From an optimization exercise on the open Yosys and OpenROAD flow, aimed at small area and a short achievable clock period; shortcuts taken in it are not production practice.
The RTL was checked by simulation tests, not by an equivalence proof against the original design.

==> flow/design.v <==
`timescale 1ns / 1ps
module iir_section1 (input logic clk, rst, 
        input logic signed  [10:0] x,
        output logic signed [10:0] y);
localparam logic signed [11:0] b0=12'sb000000011100;
localparam logic signed [11:0] b1=12'sb000000100001;
localparam logic signed [11:0] b2=12'sb000000011100;
localparam logic signed [11:0] ma1=12'sb011000101001;  
localparam logic signed [11:0] ma2=12'sb110101101110;  
localparam logic signed [20:0] round_const=21'sb000000000001000000000;  
logic signed [10:0] x1;
logic signed [10:0] x2;
logic signed [10:0] y0;
logic signed [10:0] y1;
logic signed [10:0] y2;
logic signed [22:0] t0;
logic signed [22:0] t1;
logic signed [22:0] t2;
logic signed [22:0] t3;
logic signed [22:0] t4;
logic signed [22:0] tout;
logic signed [20:0] t_troncato;
logic signed [20:0] temp;
always_ff @(posedge clk)
begin
        if (rst)
                begin
                        x1<='0;
                        x2<='0;
                        y<='0;
                        y1<='0;
                        y2<='0;       
                end
        else
                begin
                        x1<=x;
                        x2<=x1;
                        y2<=y1;
                        y1<=y0;
                        y<=y0;
                end
end
assign t0 = b0*x;
assign t1= x1 * b1;
assign t2 = x2 * b2;
assign t3 = y1 * ma1;
assign t4 = y2 * ma2;
assign tout = t0 + t1 + t2 + t3 + t4;
assign t_troncato = signed '(tout[20:0]);
assign temp = t_troncato + round_const;
assign y0 = signed '(temp[20:10]);
endmodule
`timescale 1ns / 1ps
module iir_section2 (input logic clk, rst, 
        input logic signed  [10:0] x,
        output logic signed [10:0] y);
localparam logic signed [11:0] b0=12'sb000000101111;
localparam logic signed [11:0] b1=12'sb111111110010;
localparam logic signed [11:0] b2=12'sb000000101111;
localparam logic signed [11:0] ma1=12'sb011000001000;
localparam logic signed [11:0] ma2=12'sb110010001111;
localparam logic signed [20:0] round_const=21'sb000000000001000000000; 
logic signed [10:0] x1;
logic signed [10:0] x2;
logic signed [10:0] y0;
logic signed [10:0] y1;
logic signed [10:0] y2;
logic signed [22:0] t0;
logic signed [22:0] t1;
logic signed [22:0] t2;
logic signed [22:0] t3;
logic signed [22:0] t4;
logic signed [22:0] tout;
logic signed [20:0] t_troncato;
logic signed [20:0] temp;
always_ff @(posedge clk)
begin
        if (rst)
                begin
                        x1<='0;
                        x2<='0;
                        y<='0;
                        y1<='0;
                        y2<='0;       
                end
        else
                begin
                        x1<=x;
                        x2<=x1;
                        y2<=y1;
                        y1<=y0;
                        y<=y0;
                end
end
assign t0 = b0*x;
assign t1= x1 * b1;
assign t2 = x2 * b2;
assign t3 = y1 * ma1;
assign t4 = y2 * ma2;
assign tout = t0 + t1 + t2 + t3 + t4;
assign t_troncato = signed '(tout[20:0]);
assign temp = t_troncato + round_const;
assign y0 = signed '(temp[20:10]);
endmodule
`timescale 1ns / 1ps
module iir (input logic clk, rst, 
        input logic signed  [10:0] x,
        output logic signed [10:0] z);
logic signed [10:0] yreg;
logic signed [10:0] y_intermedia;
always_ff @(posedge clk)
begin
        if (rst)
                yreg <= '0;
        else
                yreg <=x;
end
iir_section1 iir1 (.clk(clk),.rst(rst),.x(yreg),.y(y_intermedia));
iir_section2 iir2 (.clk(clk),.rst(rst),.x(y_intermedia),.y(z));
endmodule
`timescale 1ns / 1ps
module aso (input logic clk, rst, 
        input logic signed  [10:0] z,
        output logic signed [11:0] p);
localparam logic signed [21:0] round_const=signed'({12'b0,1'b1, 9'b0});
logic signed [10:0] z0,z1,z2,z3,z4,t1;
logic signed [21:0] t2,temp;
logic signed [11:0] p1;
always_ff @(posedge clk)
begin
        if (rst)
                begin
                        z0<='0;
                        z1<='0;
                        z2<='0;
                        z3<='0;
                        z4<='0;
                        p<='0;
                end
        else
                begin
                        z0<=z;
                        z1<=z0;
                        z2<=z1;
                        z3<=z2;
                        z4<=z3;
                        p<=p1;
                end
end
always_comb 
begin
        t1 = z0-z4;
        t2 = t1 * z0;
        temp = t2 + round_const;
        p1 = signed'(temp[21:10]);
end
endmodule
`timescale 1ns / 1ps
module fir (input logic clk, rst, 
        input logic signed  [11:0] p,
        output logic signed [11:0] q);
localparam logic signed [9:0] b0=10'sb0000010101;
localparam logic signed [9:0] b1=10'sb0001000011;
localparam logic signed [9:0] b2=10'sb0010101010;
localparam logic signed [9:0] b3=10'sb0011111101;
localparam logic signed [9:0] b4=10'sb0011111101;
localparam logic signed [9:0] b5=10'sb0010101010;
localparam logic signed [9:0] b6=10'sb0001000011;
localparam logic signed [9:0] b7=10'sb0000010101;
localparam logic signed [21:0] round_const=signed'({12'b0,1'b1, 9'b0});
logic signed [11:0] p0,p1,p2,p3,p4,p5,p6,p7,q1;
logic signed [21:0] r0,r1,r2,r3,r4,r5,r6,r7,t_sum,temp;
always_ff @(posedge clk)
begin
        if (rst)
                begin
                        p0<='0;
                        p1<='0;
                        p2<='0;
                        p3<='0;
                        p4<='0;
                        p5<='0;
                        p6<='0;
                        p7<='0;
                        q<='0;
                end
        else
                begin
                        p0<=p;
                        p1<=p0;
                        p2<=p1;
                        p3<=p2;
                        p4<=p3;
                        p5<=p4;
                        p6<=p5;
                        p7<=p6;
                        q<=q1;
                end
end
always_comb 
begin
        r0 = b0 * p0;
        r1 = b1 * p1;
        r2 = b2 * p2;
        r3 = b3 * p3;
        r4 = b4 * p4;
        r5 = b5 * p5;
        r6 = b6 * p6;
        r7 = b7 * p7;
        t_sum = r0+r1+r2+r3+r4+r5+r6+r7;
        temp = t_sum + round_const;
        q1 = signed '(temp[21:10]);
end
endmodule
`timescale 1ns / 1ps
module enfasi (input logic clk, rst,
               input logic signed  [10:0] z,
               output logic signed [11:0] q);
logic signed [11:0] p;
aso D1 (.clk(clk),.rst(rst),.p(p),.z(z));
fir D2 (.clk(clk),.rst(rst),.p(p),.q(q));
endmodule
`timescale 1ns/1ps
module ser_par(input logic clk, rst,
               input logic enable, din,
               output logic signed [11:0] soglia);
logic signed [11:0] temp;
always_ff @(posedge clk)
begin
    if (rst)
        begin
            temp <='0;
        end
    else if (enable)
        begin
            temp[11:1]<=temp[10:0];
            temp[0]<=din;
        end
end
assign soglia = temp;
endmodule
`timescale 1ns/1ps
module fsm(input logic clk, rst,
          input logic signed [11:0] q, soglia,
          output logic spike);
typedef enum logic [2:0] {S0, S1, S2, S3, S4, Z2, Z3} stato_t;
stato_t stato_corrente, stato_futuro;
logic r;
always_comb 
    begin
        if (q>=soglia)
            r = 1'b 1;
        else
            r = 1'b 0;
    end
always_comb
    begin
        case (stato_corrente)
            S0: stato_futuro = (r)?S1:S0;
            S1: stato_futuro = (r)?S2:Z2;
            S2: stato_futuro = (r)?S3:Z3;
            S3: stato_futuro = S4;
            S4: stato_futuro = (r)?S4:S0;
            Z2: stato_futuro = (r)?S0:Z3;
            Z3: stato_futuro = (r)?S4:S0;
            default:
                stato_futuro = S0;
        endcase
    end
always_ff @(posedge clk)
    begin
        if (rst)
            stato_corrente <= S0;
        else
            stato_corrente <= stato_futuro;
    end
    assign spike = stato_corrente == S4;
endmodule
`timescale 1ns/1ps
module detector(input logic clk, rst,
               input logic enable, din,
               input logic signed [11:0] q,
               output logic spike);
logic signed [11:0] soglia;
ser_par m1 (.*);
fsm m2 (.*);
endmodule
`timescale 1ns/1ps
module top (input logic clk, rst,
            input logic enable, din,
            input logic signed [10:0] x,
            output logic signed [11:0] q,
            output logic spike);
logic signed [10:0] output_iir;
logic signed [11:0] output_enfasi;
iir blocco1 (.clk(clk),.rst(rst),.x(x),.z(output_iir));
enfasi blocco2(.clk(clk),.rst(rst),.z(output_iir),.q(output_enfasi));
detector blocco3(.clk(clk),.rst(rst),.enable(enable),.din(din),.q(output_enfasi),.spike(spike));
assign q = output_enfasi;
endmodule
==> flow/run.sh <==
#!/bin/bash
# synth_recipe.tcl (not shown) runs the flow's synth.tcl, then flattens the netlist and writes it again
# the make line also repeats each setting of config.mk as NAME=value (left out here)
make -C /OpenROAD-flow-scripts/flow DESIGN_CONFIG=/design/flow/config.mk WORK_HOME=/design/flow/orfs CLKGATE_MAP_FILE= SYNTH_SCRIPT=/design/flow/synth_recipe.tcl finish
==> flow/config.mk <==
export PLATFORM = sky130hd
export DESIGN_NAME = top
export DESIGN_NICKNAME = top
export VERILOG_FILES = /design/flow/design.v
export SDC_FILE = /design/flow/constraint.sdc
export NUM_CORES = 4
export LEC_CHECK = 0
export CAP_MARGIN = 20
export CORE_MARGIN = 2
export CORE_UTILIZATION = 40
export SLEW_MARGIN = 20
==> flow/constraint.sdc <==
create_clock -name core_clock -period 12.0 [get_ports {clk}]
set_input_delay 2.4000 -clock core_clock [delete_from_list [all_inputs] [get_ports {clk}]]
set_output_delay 2.4000 -clock core_clock [all_outputs]
set_load 0.01 [all_outputs]
==> results.txt <==
state kept, by name, summed over array words and instances (netlist names), 12 cells and up:
name / cells
blocco2.D2.q: 12
blocco2.D2.p3: 12
blocco3.m1.temp: 12
blocco2.D2.p2: 12
blocco2.D2.p1: 12
blocco2.D2.p0: 12
blocco2.D2.p4: 12
blocco2.D2.p7: 12
blocco2.D1.p: 12
blocco2.D2.p5: 12
blocco2.D2.p6: 12
critical path: cells and delay by family (launching register included):
family,cells,cell delay [ns]
buf+inv,7,0.33
flops,1,0.44
simple gates,5,1.11
xor+xnor,1,0.17
fa+ha+maj,15,6.20
compound gates,7,1.52
logic make-up after synthesis:
group                    share of synthesized area, %
AND/OR/NAND/NOR                                 6.633
AO/OA/AOI/OAI                                   3.951
XOR/XNOR                                        4.030
multiplexers                                   0.4848
flip-flops                                      11.57
adder cells (fa/ha/maj)                         61.32
buffers and inverters                           12.01
layout by cell type, fill, tap and decap left out, types with 26 or more instances in the layout:
| cell type | Yosys | final |
|---|---|---|
| sky130_fd_sc_hd__ha_1 | 856 | 856 |
| sky130_fd_sc_hd__xor2_1 | 52 | 52 |
| sky130_fd_sc_hd__nand2_1 | 100 | 100 |
| sky130_fd_sc_hd__a21oi_1 | 79 | 79 |
| sky130_fd_sc_hd__o21ai_0 | 47 | 47 |
| sky130_fd_sc_hd__nor2_1 | 182 | 182 |
| sky130_fd_sc_hd__and2_1 | 38 | 38 |
| sky130_fd_sc_hd__inv_1 | 1427 | 1427 |
| sky130_fd_sc_hd__xnor2_1 | 158 | 158 |
| sky130_fd_sc_hd__nor2b_1 | 159 | 159 |
| sky130_fd_sc_hd__a21o_1 | 35 | 35 |
| sky130_fd_sc_hd__dfxtp_1 | 267 | 267 |
| sky130_fd_sc_hd__clkdlybuf4s50_1 | 0 | 26 |
| sky130_fd_sc_hd__fa_1 | 880 | 880 |
| sky130_fd_sc_hd__clkbuf_16 | 0 | 40 |
| sky130_fd_sc_hd__nor3_1 | 27 | 27 |
routing by layer:
| metal | track usage (%) | part of all wire (%) | vias up |
|---|---|---|---|
| met1 | 26.03 | 49 | 14107 |
| met4 | 3.261 | 1.5 | 0 |
| met3 | 2.448 | 3.7 | 75 |
| li1 | - | - | 13783 |
| met2 | 29.16 | 46 | 343 |
| met5 | 0 | 0 | - |
layout make-up:
cell class / count / share of cell area, %
repair buffers: 50 / 0.9022
flip-flops and latches: 267 / 10.77
diodes: 2 / 0.01008
well taps: 1512 / 3.810
multi-input cells: 2843 / 71.11
clock inverters: 22 / 0.4309
clock buffers: 49 / 2.185
inverters: 1427 / 10.79
final timing paths:
check	start	to	slack, ns	depth (start not counted)
setup / recovery	blocco2.D2.p2[5]	blocco2.D2.q[11]	2.11	35
hold / removal	blocco2.D1.p[2]	blocco2.D2.p0[2]	0.43	1
setup reg to reg	blocco2.D2.p2[5]	blocco2.D2.q[11]	2.11	35
hold reg to reg	blocco2.D1.p[2]	blocco2.D2.p0[2]	0.43	1
stage by stage:
step           hold WS [ns]  util (%)  cells
2_1_floorplan        0.4138         -   4588
3_3_place_gp         0.4162     42.22   6099
3_5_place_dp         0.4220     42.22   6099
4_1_cts              0.4288     43.36   6170
5_1_grt              0.4505     43.36   6170
6_report             0.4251     43.36   6172
==> results_tabular.tex <==
\begin{tabular}{lr}
\hline
Metric & Value \\
\hline
\multicolumn{2}{l}{\textbf{Global route}} \\
Pin count of the biggest net entering global routing & 84 \\
Antenna violations before repair & 1 \\
Wire length of the first global-routing pass & 166.0 mm \\
Via count of the first global-routing pass & 30836 \\
Remaining global-route overflow & 0 \\
Tot GR Track Use & 18.04\% \\
\multicolumn{2}{l}{\textbf{Logic synthesis}} \\
Most common library cells after synthesis & sky130\_fd\_sc\_hd\_\_inv\_1 (1427), sky130\_fd\_sc\_hd\_\_fa\_1 (880), sky130\_fd\_sc\_hd\_\_ha\_1 (856), sky130\_fd\_sc\_hd\_\_dfxtp\_1 (267), sky130\_fd\_sc\_hd\_\_nor2\_1 (182) \\
Netlist Area Pre-Place & between 40000 and 50000 um\^{}2 \\
Synth top area share & a little under two fifths \\
Number of synthesis warnings & 7 \\
Synthesized area divided by synthesized cell count & 10.07 um\^{}2 \\
Sequential-to-total area share from yosys stat & 11.57\% \\
Post-synthesis cell type with the largest combined area & sky130\_fd\_sc\_hd\_\_fa\_1 \\
Number of enable flip-flop cells after synthesis & 0 \\
Mapped Nets & 6339 \\
Top cells by area in the synthesized netlist & sky130\_fd\_sc\_hd\_\_fa\_1 (38\%), sky130\_fd\_sc\_hd\_\_ha\_1 (23\%), sky130\_fd\_sc\_hd\_\_inv\_1 (12\%), sky130\_fd\_sc\_hd\_\_dfxtp\_1 (12\%), sky130\_fd\_sc\_hd\_\_xnor2\_1 (3.0\%) \\
Count leader, synth & sky130\_fd\_sc\_hd\_\_inv\_1 \\
Most used flip-flop cell after synthesis & sky130\_fd\_sc\_hd\_\_dfxtp\_1 \\
Number of unique standard cell types used by synthesis & 74 \\
Syn Inst Count & 4588 \\
Share of synthesized flip-flops with an asynchronous set or reset & 0\% \\
Flops \& latches, synth & 267 \\
\multicolumn{2}{l}{\textbf{Routing}} \\
Total wire length after detailed routing & 99.97 mm \\
Detailed router's first-iteration violation count & 1080 \\
WL/cell & 16.20 um \\
Number of remaining DRC errors & 0 \\
Number of iterations in the first detailed-routing pass & 27 \\
DR vias & 28308 \\
Number of nets with antenna violations after detailed routing & 0 \\
Average vias per placed instance & 4.587 \\
\multicolumn{2}{l}{\textbf{Clock tree}} \\
Total of hold buffers inserted after clock tree synthesis & 0 \\
Inserted Clock Buffers & 39 \\
Post-CTS clock slew at the launch and capture registers of the worst setup and hold paths & 0.07 ns \\
Clock Tree Root & sky130\_fd\_sc\_hd\_\_clkbuf\_16 \\
Clk Latency, worst-skew pair & 0.62 ns \\
TritonCTS clock tree & done \\
Number of levels the H-tree was split into & 2 \\
Quantity of gates resized following cts & 0 \\
Setup fix buffers added after clock tree synthesis & 0 \\
Number of sinks driven by the clock tree & 267 \\
Number of buffers between clock root and the deepest sink & 3 \\
\multicolumn{2}{l}{\textbf{Die}} \\
Area of the die & between 100000 and 150000 um\^{}2 \\
Top-level port count & 28 \\
Num rows & 124 \\
Die X-Extent & 343.8 um \\
Die outline height & 343.8 um \\
Initial Util & 40.35\% \\
Std-Cell Core Area & approximately 110000 um\^{}2 \\
\multicolumn{2}{l}{\textbf{STA}} \\
Max Slew Vio Count & 0 \\
Unrepaired setup endpoints after global routing & false \\
Final Hold Violating Endpoints & 0 \\
Final worst clock skew & 0.03848 ns \\
Worst setup slack after layout & between 2 and 2.5 ns \\
Aggregate negative setup slack & 0 ns \\
Final count of negative-setup-slack endpoints & 0 \\
Clock period minus worst slack & 9.889 ns \\
Fraction of the cycle the final worst path needs & 82.41\% \\
Least-Margin Pin Slew & 1.008 ns \\
Max frequency & 0.1011 GHz \\
Normalized max-slew margin & 32.30\% \\
\multicolumn{2}{l}{\textbf{Cells and area}} \\
Fraction of final layout cells sized beyond drive strength 1 & 2.619\% \\
Growth of design area from synthesis to finish & 7.467\% \\
Count of filler cells inserted in the layout & about 11000 \\
Final std cell area, no fill & 49650 um\^{}2 \\
NumNets Final & about 6400 \\
Multi-input gate area in the final layout & 35300 um\^{}2 \\
Area taken by flip-flops and latches & about 5300 um\^{}2 \\
\multicolumn{2}{l}{\textbf{Critical path}} \\
Largest fanout on the critical path & 5 \\
Endpoint arrival time on the critical path & 10.38 ns \\
Slowest stage cell on the critical path & sky130\_fd\_sc\_hd\_\_fa\_1 \\
Setup crit end kind & flop \\
Type of the setup path with the least slack & flop to flop \\
Critical path required time & 12.49 ns \\
Worst Setup Start Kind & flop \\
Cell occurring most often along the worst timing path & sky130\_fd\_sc\_hd\_\_fa\_1 \\
Largest stage delay on the critical path & between 0.5 and 0.6 ns \\
\multicolumn{2}{l}{\textbf{Place}} \\
Post-DP Area & 48340 um\^{}2 \\
Setup WS pre-CTS & between 2 and 2.5 ns \\
Sum of net half-perimeters after detailed placement & 86.69 mm \\
Final GP Congestion & 0.8545 \\
Number of I/O port buffers & 27 \\
\multicolumn{2}{l}{\textbf{Status}} \\
Outcome & complete, no violations \\
\multicolumn{2}{l}{\textbf{Worst hold path}} \\
Path type of the worst min-delay path & flop to flop \\
\multicolumn{2}{l}{\textbf{Job}} \\
Count of maximum capacitance violations & 0 \\
\hline
\end{tabular}

-- static timing again, ports no longer ideal --
How much do the figures lean on ideal ports? The routed layout below was timed once more, with nothing changed but the port constraints. Step 1 sets driving cells, clkbuf_16 on the clock port and buf_2 on the other inputs (assumed; they add their load-dependent delay and slew). Step 2 also shifts input and output timing later by t, the mid clock arrival at the registers, as if the neighbouring blocks saw the same clock. a / b / c = no drivers / after step 1 / after step 2; a / b = the first two.
t, ns: 0.667
setup WS [ns]: 2.111 / 2.111 / 2.111
worst setup path after step 2: register to register
After both steps this run still meets setup and hold. The setup slack of this run moves by 0.000 ns with the drivers and by 0.000 ns with both steps.
